From an optimization exercise on the open Yosys and OpenROAD flow, aimed at small area and a short achievable clock period; shortcuts taken in it are not production practice. At most, simulation tests tie the RTL to the original design; equivalence was not proved. The clock port is modelled as an ideal driver; clocking choices that lean on that would not hold on a real chip. No activity file was given, so power comes from the tool's default toggle rates.

Design ALU, start of the top module:
module ALU(
    input [31:0] rs1,
    input [31:0] rs2,
    input clk,
    input [3:0] sel,
    output reg [31:0] out
);
Settings: LEC_CHECK=0, CAP_MARGIN=0, CORE_MARGIN=2, CORE_UTILIZATION=40, SETUP_SLACK_MARGIN=1.5, SLEW_MARGIN=0, SYNTH_HIERARCHICAL=1; clock period 5.0 ns.
standard.sh (not shown) runs the stock make flow with config.mk's settings and CLKGATE_MAP_FILE= SYNTH_SCRIPT=/design/flow/synth_recipe.tcl, a recipe that flattens the netlist after the stock synthesis.
==> flow/flow/run.sh <==
#!/bin/bash
# Standard layout with two changes: plain buf_1 cells as the port buffers, and
# every synthesized cell swapped for its smallest size before placement (the
# resizer sizes up again where needed).
set -euo pipefail
export BUFFER_PORTS_ARGS="-buffer_cell sky130_fd_sc_hd__buf_1"
export POST_FLOORPLAN_TCL="$PWD/flow/downsize.tcl"
bash standard.sh finish > make_finish.log 2>&1
==> flow/flow/downsize.tcl <==
# Swap every cell for the smallest cell of the same function (the same name
# without its drive-strength suffix); the resizer's repair steps that follow
# size up again where slew, capacitance or timing need it.
set dont_use [split $::env(DONT_USE_CELLS)]
set smallest [dict create]
foreach lc [get_lib_cells sky130_fd_sc_hd__*] {
  set n [get_name $lc]
  if {[lsearch -exact $dont_use $n] >= 0} { continue }
  if {![regexp {^(.+)_([0-9]+)$} $n -> fam drv]} { continue }
  set a [get_property $lc area]
  if {![dict exists $smallest $fam] || $a < [lindex [dict get $smallest $fam] 1]} {
    dict set smallest $fam [list $n $a]
  }
}
set count 0
foreach inst [get_cells *] {
  set lc [get_lib_cells -of_objects $inst]
  set n [get_name $lc]
  if {![regexp {^(.+)_([0-9]+)$} $n -> fam drv]} { continue }
  if {![dict exists $smallest $fam]} { continue }
  lassign [dict get $smallest $fam] best a
  if {$best ne $n && $a < [get_property $lc area]} {
    replace_cell $inst $best
    incr count
  }
}
puts "downsize.tcl: replaced $count cells"
Then changed:
--- a/flow/flow/downsize.tcl
+++ b/flow/flow/downsize.tcl
@@ -3 +3,2 @@
-# size up again where slew, capacitance or timing need it.
+# size up again where slew, capacitance or timing need it. The adder's carry
+# tree (its AOI21 and OAI21 cells) keeps the sizes synthesis gave it.
@@ -20,0 +22 @@
+  if {$fam in {sky130_fd_sc_hd__a21oi sky130_fd_sc_hd__o21ai}} { continue }
- CAP_MARGIN: 0 -> 20
- SLEW_MARGIN: 0 -> 20
After rerunning: Critical path depth drops by 3. Worst hold slack is better by 5.9 ps. Non-clock buffer count fell by 8.
Then changed:
--- a/flow/flow/downsize.tcl
+++ b/flow/flow/downsize.tcl
@@ -3,2 +3 @@
-# size up again where slew, capacitance or timing need it. The adder's carry
-# tree (its AOI21 and OAI21 cells) keeps the sizes synthesis gave it.
+# size up again where slew, capacitance or timing need it.
@@ -22 +20,0 @@
-  if {$fam in {sky130_fd_sc_hd__a21oi sky130_fd_sc_hd__o21ai}} { continue }
- SETUP_SLACK_MARGIN: 1.5 -> 1.7
Outcome: Setup slack improves by 82 ps. Power came out higher by 7.6%. Design area came out higher by 9.4%.
Then changed:
- SETUP_SLACK_MARGIN: 1.7 -> 1.6
Result:
- total power drops by 3.7%
- die area does not change
- maximum frequency drops by 0.99%
- critical path depth drops by 1
- worst setup slack got worse by 33 ps
- wire length drops by 2.3%
- sequential power is about the same
- global-route usage drops by 0.63 points
- first-iteration DRC count drops by 10%
- via count drops by 1.3%
- core utilization drops by 3.6 points
Then changed:
- CAP_MARGIN: 20 -> 0
- SETUP_SLACK_MARGIN: 1.6 -> 1.55
- SLEW_MARGIN: 20 -> 0
What happened:
- The new run passed the timing, DRC and antenna checks
- die area does not change
- sequential share of layout area goes up by 0.12 points
- cell area goes down by 1.2%
- flip-flop and latch count is unchanged
- worst hold slack gains 3.6 ps


Another version of the RTL of ALU (not shown whole).
For scale: roughly 670 cells after synthesis, about 100 I/O pins, ~0.0061 mm² of cells after synthesis.
// ALU
module ALU(
    input [31:0] rs1,
    input [31:0] rs2,
    input clk,
    input [3:0] sel,
    output reg [31:0] out
);
clock: 5.0 ns
lec_check: 0
cap_margin: 20
core_margin: 2
core_utilization: 40
setup_slack_margin: 1.8
slew_margin: 20
synth_hierarchical: 1
==> flow/flow/downsize.tcl <==
# Swap every cell for the smallest cell of the same function (the same name
# without its drive-strength suffix); the resizer's repair steps that follow
# size up again where slew, capacitance or timing need it.
set dont_use [split $::env(DONT_USE_CELLS)]
set smallest [dict create]
foreach lc [get_lib_cells sky130_fd_sc_hd__*] {
  set n [get_name $lc]
  if {[lsearch -exact $dont_use $n] >= 0} { continue }
  if {![regexp {^(.+)_([0-9]+)$} $n -> fam drv]} { continue }
  set a [get_property $lc area]
  if {![dict exists $smallest $fam] || $a < [lindex [dict get $smallest $fam] 1]} {
    dict set smallest $fam [list $n $a]
  }
}
set count 0
foreach inst [get_cells *] {
  set lc [get_lib_cells -of_objects $inst]
  set n [get_name $lc]
  if {![regexp {^(.+)_([0-9]+)$} $n -> fam drv]} { continue }
  if {![dict exists $smallest $fam]} { continue }
  lassign [dict get $smallest $fam] best a
  if {$best ne $n && $a < [get_property $lc area]} {
    replace_cell $inst $best
    incr count
  }
}
puts "downsize.tcl: replaced $count cells"
Scripts as last shown in full above: flow/flow/run.sh
The starting point ran to the end with no violations.
==> next run, changes <==
SETUP_SLACK_MARGIN = 1.2   (was 1.8)
=>
- die area does not change
- power goes down by about a fifth
- sequential power hardly moves
- via count goes down by a little under a tenth
- design area goes down by about a fifth
Function was not checked in any run of this note: the RTL went through the layout flow alone.


Another version of the RTL of ALU (not shown whole).
Size: about 670 cells after synthesis, roughly 32 flip-flops, roughly 100 I/O pins, ~6400 um^2 of cells after synthesis.
// ALU
module ALU(
    input [31:0] rs1,
    input [31:0] rs2,
    input clk,
    input [3:0] sel,
    output reg [31:0] out
);
==> flow/config.mk <==
export PLATFORM = sky130hd
export DESIGN_NAME = ALU
export DESIGN_NICKNAME = ALU
export VERILOG_FILES = /design/flow/design.v
export SDC_FILE = /design/flow/constraint.sdc
export NUM_CORES = 4
export LEC_CHECK = 0
export CAP_MARGIN = 20
export CORE_MARGIN = 2
export CORE_UTILIZATION = 40
export SETUP_SLACK_MARGIN = 1.65
export SLEW_MARGIN = 20
export SYNTH_HIERARCHICAL = 1
==> flow/constraint.sdc <==
create_clock -name core_clock -period 5.0 [get_ports {clk}]
set_input_delay 1.0000 -clock core_clock [delete_from_list [all_inputs] [get_ports {clk}]]
set_output_delay 1.0000 -clock core_clock [all_outputs]
set_load 0.01 [all_outputs]
Scripts as last shown in full above: flow/flow/run.sh, flow/flow/downsize.tcl
The baseline ran to the end with no violations.
Next try:
Settings changed: SETUP_SLACK_MARGIN 1.65 to 1.8.
Effect: Cell count increases by 2.0%; clock skew stays the same; combinational power goes up by about 10%; synthesized area stays the same; global-route usage climbs by 0.34 points; via count came out higher by 2.3%.
Next try:
Settings changed: GPL_TIMING_DRIVEN set to 1, SETUP_SLACK_MARGIN 1.8 to 1.5.
Effect:
- total power is lower by 8.7%
- final area went down by 14%
- non-clock buffer count fell by 33
- worst setup slack degrades by 200 ps
- die area stays the same
Next try:
==> flow/flow/run.sh (replaced) <==
#!/bin/bash
# Standard layout with three changes: plain buf_1 cells as the port buffers;
# every synthesized cell swapped for its smallest size before placement (the
# resizer sizes up again where needed); and after clock tree synthesis, cells
# the timing repair sized up are sized down again wherever the worst setup
# slack stays at the repair's target (SETUP_SLACK_MARGIN).
set -euo pipefail
export BUFFER_PORTS_ARGS="-buffer_cell sky130_fd_sc_hd__buf_1"
export POST_FLOORPLAN_TCL="$PWD/flow/downsize.tcl"
export POST_CTS_TCL="$PWD/flow/recover.tcl"
bash standard.sh finish > make_finish.log 2>&1
==> flow/flow/recover.tcl (new file) <==
# Area recovery: swap cells for smaller sizes of the same function wherever
# the worst setup slack stays at or above the target.
set ar_period $::env(FLOW_PERIOD_NS)
proc ar_wns {} {
  estimate_parasitics -placement
  return [expr {[sta::worst_slack_cmd max] * 1e9}]
}
proc ar_run {target {product 0}} {
  set fam [dict create]
  foreach lc [get_lib_cells sky130_fd_sc_hd__*] {
    if {[get_property $lc dont_use]} { continue }
    set n [get_name $lc]
    if {![regexp {^(.+)_([0-9]+)$} $n -> f d]} { continue }
    dict lappend fam $f [list $n [get_property $lc area]]
  }
  set wns [ar_wns]
  if {$wns < $target} { set target $wns }
  set a0 [expr {[rsz::design_area] * 1e12}]
  set tried 0
  set kept 0
  set best [expr {$a0 * ($::ar_period - $wns)}]
  foreach inst [get_cells *] {
    set name [get_full_name $inst]
    if {[string match clkbuf_* $name] || [string match clkload* $name]} { continue }
    set lc [get_lib_cells -of_objects $inst]
    if {$lc eq "" || $lc eq "NULL"} { continue }
    set cur [get_name $lc]
    if {![regexp {^(.+)_([0-9]+)$} $cur -> f d]} { continue }
    if {![dict exists $fam $f]} { continue }
    set area [get_property $lc area]
    set smaller {}
    foreach x [dict get $fam $f] { if {[lindex $x 1] < $area} { lappend smaller $x } }
    set smaller [lsort -real -decreasing -index 1 $smaller]
    foreach x $smaller {
      incr tried
      replace_cell $inst [lindex $x 0]
      set w [ar_wns]
      if {$product} {
        set s [expr {[rsz::design_area] * 1e12 * ($::ar_period - $w)}]
        set ok [expr {$s < $best}]
      } else {
        set ok [expr {$w >= $target}]
      }
      if {$ok} {
        if {$product} { set best $s }
        set cur [lindex $x 0]
        incr kept
      } else {
        replace_cell $inst $cur
        break
      }
    }
  }
  set w [ar_wns]
  puts [format "recover.tcl: %d tried, %d kept; area %.1f -> %.1f, wns %.3f (target %.3f)" \
          $tried $kept $a0 [expr {[rsz::design_area] * 1e12}] $w $target]
}
ar_run $::env(SETUP_SLACK_MARGIN)
Settings changed: GPL_TIMING_DRIVEN 1 to unset.
Now the flow ended with an error in 4_1_cts.
Synthesized cell count does not change.
Area after synthesis is unchanged.

==> what the ideal ports hide <==
The flow's constraints put no driver on any port. The routed layouts listed below were extracted and timed again, unchanged, in two steps. Step 1 (the two cells are an assumption about what drives the block):
set clk [get_ports {clk}]
set_driving_cell -lib_cell sky130_fd_sc_hd__clkbuf_16 $clk
set_driving_cell -lib_cell sky130_fd_sc_hd__buf_2 [delete_from_list [all_inputs] $clk]
Step 2 times the ports against the registers' clock, not the clock port: input delays grow and output delays shrink by t, the midpoint of the rising clock arrivals with the driver on. Three values: no drivers, after step 1, after step 2; two values: the first two.
| run | t (ns) | setup WS [ns] | worst setup path at the end | clock arrival spread, ns | worst register clock-pin slew, ns |
|---|---|---|---|---|---|
| the first run of note 1 | 0.327 | 1.683 / 1.703 / 1.376 | input to register | 0.008 / 0.008 | 0.06 / 0.06 |
| the second run of note 1 | 0.323 | 1.601 / 1.615 / 1.292 | input to register | 0.006 / 0.006 | 0.06 / 0.06 |
| the third run of note 1 | 0.322 | 1.683 / 1.697 / 1.376 | input to register | 0.004 / 0.003 | 0.06 / 0.06 |
| the fourth run of note 1 | 0.320 | 1.650 / 1.661 / 1.341 | input to register | 0.010 / 0.010 | 0.06 / 0.06 |
| the fifth run of note 1 | 0.324 | 1.630 / 1.636 / 1.313 | input to register | 0.005 / 0.005 | 0.06 / 0.06 |
| the first run of note 2 | 0.341 | 1.659 / 1.661 / 1.320 | input to register | 0.006 / 0.006 | 0.06 / 0.06 |
| the second run of note 2 | 0.339 | 1.312 / 1.332 / 0.993 | input to register | 0.003 / 0.004 | 0.06 / 0.06 |
| the first run of note 3 | 0.317 | 1.694 / 1.698 / 1.382 | input to register | 0.005 / 0.005 | 0.06 / 0.06 |
| the second run of note 3 | 0.327 | 1.880 / 1.894 / 1.568 | input to register | 0.005 / 0.005 | 0.06 / 0.06 |
| the third run of note 3 | 0.338 | 1.676 / 1.696 / 1.358 | input to register | 0.005 / 0.005 | 0.06 / 0.06 |
After both steps setup and hold are still met in every run listed. The setup slack of the first run of note 2, which loses most, moves by +0.002 ns with the drivers and by -0.339 ns with both steps.
